What follows belongs to an exercise in optimizing a design on an open flow for a short achievable clock period and few clock cycles; a production flow would make more cautious choices.
Function was checked by simulation only, so behaviour that the tests miss may differ from the original.
Power is estimated from default activity; no workload was simulated.

==> run a <==
## cpu
module cpu #(
    parameter W = 32
) (
    input wire clk, rst,
    output wire[W-1:0] pc,
    input wire[W-1:0] read_inst,
    output reg load_en,
    output reg[W-1:0] l_addr,
    input wire[W-1:0] l_data,
    output reg store_en,
    output reg[W-1:0] s_addr,
    output reg[W-1:0] s_data
);
Settings: LEC_CHECK=0, ABC_CLOCK_PERIOD_IN_PS=2500, CAP_MARGIN=20, CORE_MARGIN=2, CORE_UTILIZATION=40, PLACE_DENSITY=0.6, SETUP_SLACK_MARGIN=4.5, SLEW_MARGIN=20, TNS_END_PERCENT=100; clock period 7.5 ns.
run.sh (not shown) runs the stock make flow with config.mk's settings and CLKGATE_MAP_FILE= SYNTH_SCRIPT=/design/flow/synth_recipe.tcl, a recipe that flattens the netlist after the stock synthesis.
==> run b (differences from run a) <==
--- a/flow/design.v
+++ b/flow/design.v
@@ -13,21 +13,16 @@
 );
     reg [31:0] pc_r;             
     reg [31:0] pc_n;             
     assign pc = pc_r;
     reg        vD;
     reg [31:0] ir;
     reg [31:0] pcD, pc4D;
-    reg [31:0] pc4Dn;            
-    reg [31:0] rsF, rtF;         
-    reg        w_we;             
-    reg [4:0]  w_dest;
-    reg [31:0] w_val;
+    reg [31:1] rs_oh, rt_oh;     
     reg        fhitD, fokD, fptD;    
-    reg        pd_bb, pd_j, pd_rs, pd_rt;
     reg        vE;
     reg [31:0] A, B, SD, ALT;
     reg [31:0] An;               
     reg        e_add, e_sub, e_and, e_or, e_xor, e_nor, e_slt, e_sltu, e_sll, e_srl, e_sra;
     reg        e_load, e_store, e_we;
     reg [4:0]  e_dest;
     reg [2:0]  e_mode;
@@ -42,17 +37,14 @@
     reg [2:0]  m_mode;
     reg [31:0] m_res;
     reg [31:0] regs [1:31];
     localparam NB = 8;
     reg [31:0] bt_tag [0:NB-1];
     reg [31:0] bt_tgt [0:NB-1];
     reg [1:0]  bt_ctr [0:NB-1];
-    reg [4:0]  bt_cur [0:NB-1];
-    reg [4:0]  bt_trip [0:NB-1];
-    reg [NB-1:0] bt_tv, bt_ex;
     reg [NB-1:0] bt_v;
     reg [2:0]  bt_ptr;
     reg [31:0] ld_ext;
     always @(*) begin
         case (m_mode)
             3'd1: ld_ext = {{16{l_data[15]}}, l_data[15:0]};    
             3'd2: ld_ext = {16'b0, l_data[15:0]};               
@@ -60,17 +52,14 @@
             3'd4: ld_ext = {24'b0, l_data[7:0]};                
             default: ld_ext = l_data;                           
         endcase
     end
     wire [31:0] wb_val = m_load ? ld_ext : m_res;
     always @(posedge clk) begin
         if (m_we) regs[m_dest] <= wb_val;
-        w_we <= m_we & ~rst;
-        w_dest <= m_dest;
-        w_val <= wb_val;
     end
     function [32:0] ks_add;          
         input [31:0] x, g, t;        
         input cin;
         reg [31:0] G, T;
         begin
             G = g;
@@ -154,70 +143,59 @@
         else if (d_imm | d_load) d_dest = rt;
         else d_dest = 5'd0;
     end
     wire d_we = (d_dest != 5'd0);
     wire e_ld = vE & e_load & e_we;
     wire use_rt_x = use_rt & ~d_store;      
     wire stall = vD & e_ld &
-                 ((pd_rs & (rs == e_dest)) | (pd_rt & (rt == e_dest)));
+                 ((use_rs & (rs == e_dest)) | (use_rt_x & (rt == e_dest)));
     wire d_sdld = e_ld & (rt == e_dest);
     wire e_fwd_ok = vE & e_we & ~e_load;
-    wire [4:0] f_rs = read_inst[25:21];
-    wire [4:0] f_rt = read_inst[20:16];
-    wire [31:0] f_rsv = (f_rs == 5'd0) ? 32'b0 : regs[f_rs];
-    wire [31:0] f_rtv = (f_rt == 5'd0) ? 32'b0 : regs[f_rt];
-    wire [31:0] rf_rs = (w_we & (w_dest == rs)) ? w_val : rsF;
-    wire [31:0] rf_rt = (w_we & (w_dest == rt)) ? w_val : rtF;
+    reg [31:0] rf_rs, rf_rt;
+    integer j;
+    always @(*) begin
+        rf_rs = 32'b0;
+        rf_rt = 32'b0;
+        for (j = 1; j < 32; j = j + 1) begin
+            rf_rs = rf_rs | ({32{rs_oh[j]}} & regs[j]);
+            rf_rt = rf_rt | ({32{rt_oh[j]}} & regs[j]);
+        end
+    end
     wire fE_rs = e_fwd_ok & (e_dest == rs);
     wire fE_rt = e_fwd_ok & (e_dest == rt);
     wire fL_rs = m_we & m_load & (m_dest == rs);
     wire fL_rt = m_we & m_load & (m_dest == rt);
     wire [31:0] rs_r = (m_we & ~m_load & (m_dest == rs)) ? m_res : rf_rs;
     wire [31:0] rt_r = (m_we & ~m_load & (m_dest == rt)) ? m_res : rf_rt;
     wire [31:0] rs_m = fL_rs ? ld_ext : rs_r;
     wire [31:0] rt_m = fL_rt ? ld_ext : rt_r;
     wire [31:0] sext = {{16{im[15]}}, im};
     wire [31:0] zext = {16'b0, im};
-    wire [31:0] boff = {sext[29:0], 2'b00};
-    wire [32:0] btgt_r = ks_add(~(pc4Dn ^ boff), pc4D & boff, pc4D | boff, 1'b0);
-    wire [31:0] btgt = btgt_r[31:0];
+    wire [31:0] btgt = pc4D + {sext[29:0], 2'b00};
     wire [31:0] jtD = {4'b0000, ir[25:0], 2'b00};
     wire d_back = im[15];
     wire d_hit = fhitD & fokD;
     wire d_bogus = fptD & ~fokD;            
     wire d_pred = d_hit ? fptD : d_back;
-    wire d_redirect = vD & ~stall & (d_bogus | (pd_bb & ~d_hit));
-    wire [31:0] d_target = pd_bb ? btgt : pd_j ? jtD : pc4D;
+    wire d_redirect = vD & ~stall & (d_bogus | (d_br & d_back & ~d_hit));
+    wire [31:0] d_target = (d_br & d_back) ? btgt : d_j ? jtD : pc4D;
     wire [5:0] f_op = read_inst[31:26];
     wire f_j = (f_op == 6'b000010) | (f_op == 6'b000011);
     wire [31:0] f_jt = {4'b0000, read_inst[25:0], 2'b00};
-    wire [5:0] f_fn = read_inst[5:0];
-    wire f_rtype = (f_op == 6'b000000);
-    wire f_bcond = (f_op[5:2] == 4'b0001) | (f_op == 6'b000001);
-    wire f_imm = (f_op[5:3] == 3'b001);
-    wire f_lui = (f_op == 6'b001111);
-    wire f_load = (f_op[5:3] == 3'b100);
-    wire f_store = (f_op[5:3] == 3'b101);
-    wire f_shi = f_rtype & (f_fn == 6'b000000 || f_fn == 6'b000010 || f_fn == 6'b000011);
-    wire f_shv = f_rtype & (f_fn == 6'b000100 || f_fn == 6'b000110 || f_fn == 6'b000111);
-    wire f_jrr = f_rtype & (f_fn[5:1] == 5'b00100);     
-    wire f_rr = f_rtype & f_fn[5];
-    wire f_use_rs = f_rr | f_shv | f_jrr | f_bcond | (f_imm & ~f_lui) | f_load | f_store;
-    wire f_use_rt = f_rr | f_shi | f_shv | (f_op[5:1] == 5'b00010);    
     reg [NB-1:0] f_hitv;
     reg [31:0] f_tgt;
     reg f_pt, f_ok;
     integer i;
     always @(*) begin
         f_tgt = 32'b0;
         f_pt = 1'b0;
         f_ok = 1'b0;
         for (i = 0; i < NB; i = i + 1) begin
             f_hitv[i] = bt_v[i] & (bt_tag[i][11:2] == ~pc_n[11:2]);
-            if (f_hitv[i] & bt_ctr[i][1] & ~bt_ex[i]) begin
+            if (f_hitv[i] & bt_ctr[i][1]) begin
                 f_pt = 1'b1;
                 f_tgt = f_tgt | bt_tgt[i];
             end
             if (f_hitv[i] & (bt_tag[i] == ~pc_n)) f_ok = 1'b1;
         end
     end
     wire f_hit = |f_hitv;
@@ -234,30 +212,23 @@
     always @(posedge clk) begin
         pc_r <= pc_next;
         pc_n <= ~pc_next;
     end
     always @(posedge clk) begin
         if (rst | e_redirect) vD <= 1'b0;
         else if (!stall) vD <= ~d_redirect;
-        if (stall) begin
-            rsF <= rs_m;
-            rtF <= rt_m;
-        end
         if (!stall) begin
             ir <= read_inst;
-            rsF <= f_rsv;
-            rtF <= f_rtv;
+            for (j = 1; j < 32; j = j + 1) begin
+                rs_oh[j] <= (read_inst[25:21] == j);
+                rt_oh[j] <= (read_inst[20:16] == j);
+            end
             pcD <= pc_r;
             pc4D <= pc_p4;
-            pc4Dn <= ~pc_p4;
             fhitD <= f_hit;
-            pd_bb <= f_bcond & (read_inst[15:0] != 16'b0) & read_inst[15];
-            pd_j <= f_j;
-            pd_rs <= f_use_rs;
-            pd_rt <= f_use_rt;
             fokD <= f_ok;
             fptD <= f_pt;
         end
     end
     wire selA_pc = d_jal | d_jalr;
     wire selA_rt = d_shi | d_shv;
     wire selA_rs = ~selA_pc & ~d_lui & ~selA_rt;
@@ -326,15 +297,14 @@
             6'b100001: e_mode <= 3'd1;
             6'b100101: e_mode <= 3'd2;
             6'b100000: e_mode <= 3'd3;
             6'b100100: e_mode <= 3'd4;
             default:   e_mode <= 3'd0;
         endcase
         e_br   <= d_br;
-        e_back <= d_back;
         r_jr <= go_E & (d_jr | d_jalr);
         r_eq <= go_E & d_br & ((d_beq & ~d_pred) | (d_bne & d_pred));
         r_ne <= go_E & d_br & ((d_bne & ~d_pred) | (d_beq & d_pred));
         r_le <= go_E & d_br & ((d_blez & ~d_pred) | (d_bgtz & d_pred));
         r_gt <= go_E & d_br & ((d_bgtz & ~d_pred) | (d_blez & d_pred));
         r_lt <= go_E & d_br & d_rimm & ((~rt[0] & ~d_pred) | (rt[0] & d_pred));
         r_ge <= go_E & d_br & d_rimm & ((rt[0] & ~d_pred) | (~rt[0] & d_pred));
@@ -366,20 +336,19 @@
         s_addr <= sum_a;
         case (e_sdm)
             2'b00: s_data <= {{24{sd_v[7]}}, sd_v[7:0]};
             2'b01: s_data <= {{16{sd_v[15]}}, sd_v[15:0]};
             default: s_data <= sd_v;
         endcase
     end
-    reg        u_v, u_taken, u_back, e_back;
+    reg        u_v, u_taken;
     reg [31:0] u_pc, u_tgt;
     always @(posedge clk) begin
         u_v <= vE & e_br & ~rst;
         u_taken <= taken;
-        u_back <= e_back;
         u_pc <= pcE;
         u_tgt <= e_btgt;
     end
     reg [NB-1:0] u_hitv, u_phitv;
     integer k;
     always @(*)
         for (k = 0; k < NB; k = k + 1) begin
@@ -399,30 +368,14 @@
                         bt_v[k] <= 1'b1;
                         bt_tag[k] <= u_pc;
                         bt_tgt[k] <= u_tgt;
                     end
                     if (u_hit) begin
                         if (u_taken & (bt_ctr[k] != 2'd3)) bt_ctr[k] <= bt_ctr[k] + 2'd1;
                         if (~u_taken & (bt_ctr[k] != 2'd0)) bt_ctr[k] <= bt_ctr[k] - 2'd1;
-                        if (u_taken) begin
-                            if (bt_cur[k] != 5'd31) bt_cur[k] <= bt_cur[k] + 5'd1;
-                            bt_ex[k] <= bt_tv[k] & (bt_cur[k] != 5'd31) &
-                                        (bt_cur[k] + 5'd1 == bt_trip[k]);
-                        end else begin
-                            bt_cur[k] <= 5'd0;
-                            if (u_back) begin
-                                bt_trip[k] <= bt_cur[k];
-                                bt_tv[k] <= (bt_cur[k] != 5'd31);
-                            end
-                            bt_ex[k] <= u_back & (bt_cur[k] == 5'd0);
-                        end
-                    end else if (u_taken) begin
+                    end else if (u_taken)
                         bt_ctr[k] <= 2'd2;
-                        bt_cur[k] <= 5'd1;
-                        bt_tv[k] <= 1'b0;
-                        bt_ex[k] <= 1'b0;
-                    end
                 end
             if (u_taken & ~|u_phitv) bt_ptr <= bt_ptr + 3'd1;
         end
     end
 endmodule
==> summary of the runs <==
Worst hold slack: run b is higher than run a (0.0017 ns).
Of run b and run a, run a has the higher synthesized area (gap 13%, measured against run a).
In run a the power is higher than in run b, by about 8%.
Die area: run b is lower than run a (13%).
Against run b, the via count of run a is smaller by 1.6%.
Testbench counts of run a, summed over its fixed seeds: cycles 52,872.
Testbench counts of run b, summed over its fixed seeds: cycles 53,454.

## what the ideal ports hide
In the flow no input, the clock included, has a driving cell. The finished layouts below were timed again as built, in two steps.
Step 1 sets driving cells, clkbuf_16 on the clock port and buf_2 on the other inputs (assumed; they add their load-dependent delay and slew).
Step 2, shift: input delay + t, output delay - t, t = (earliest + latest rising clock arrival at the registers) / 2. This alone moves slack from input paths to output paths.
Slacks: ideal ports / drivers / drivers and shift; pairs: ideal ports / drivers.
run	shift t [ns]	setup slack, ns	pins driven straight from the clock port
run a	0.969	3.946 / 3.946 / 3.270	1
run b	1.004	3.908 / 3.908 / 3.316	1
After both steps every run listed still meets setup and hold. For run a, which loses most, drivers alone change the setup slack by 0.000 ns; drivers and shift together by -0.676 ns.
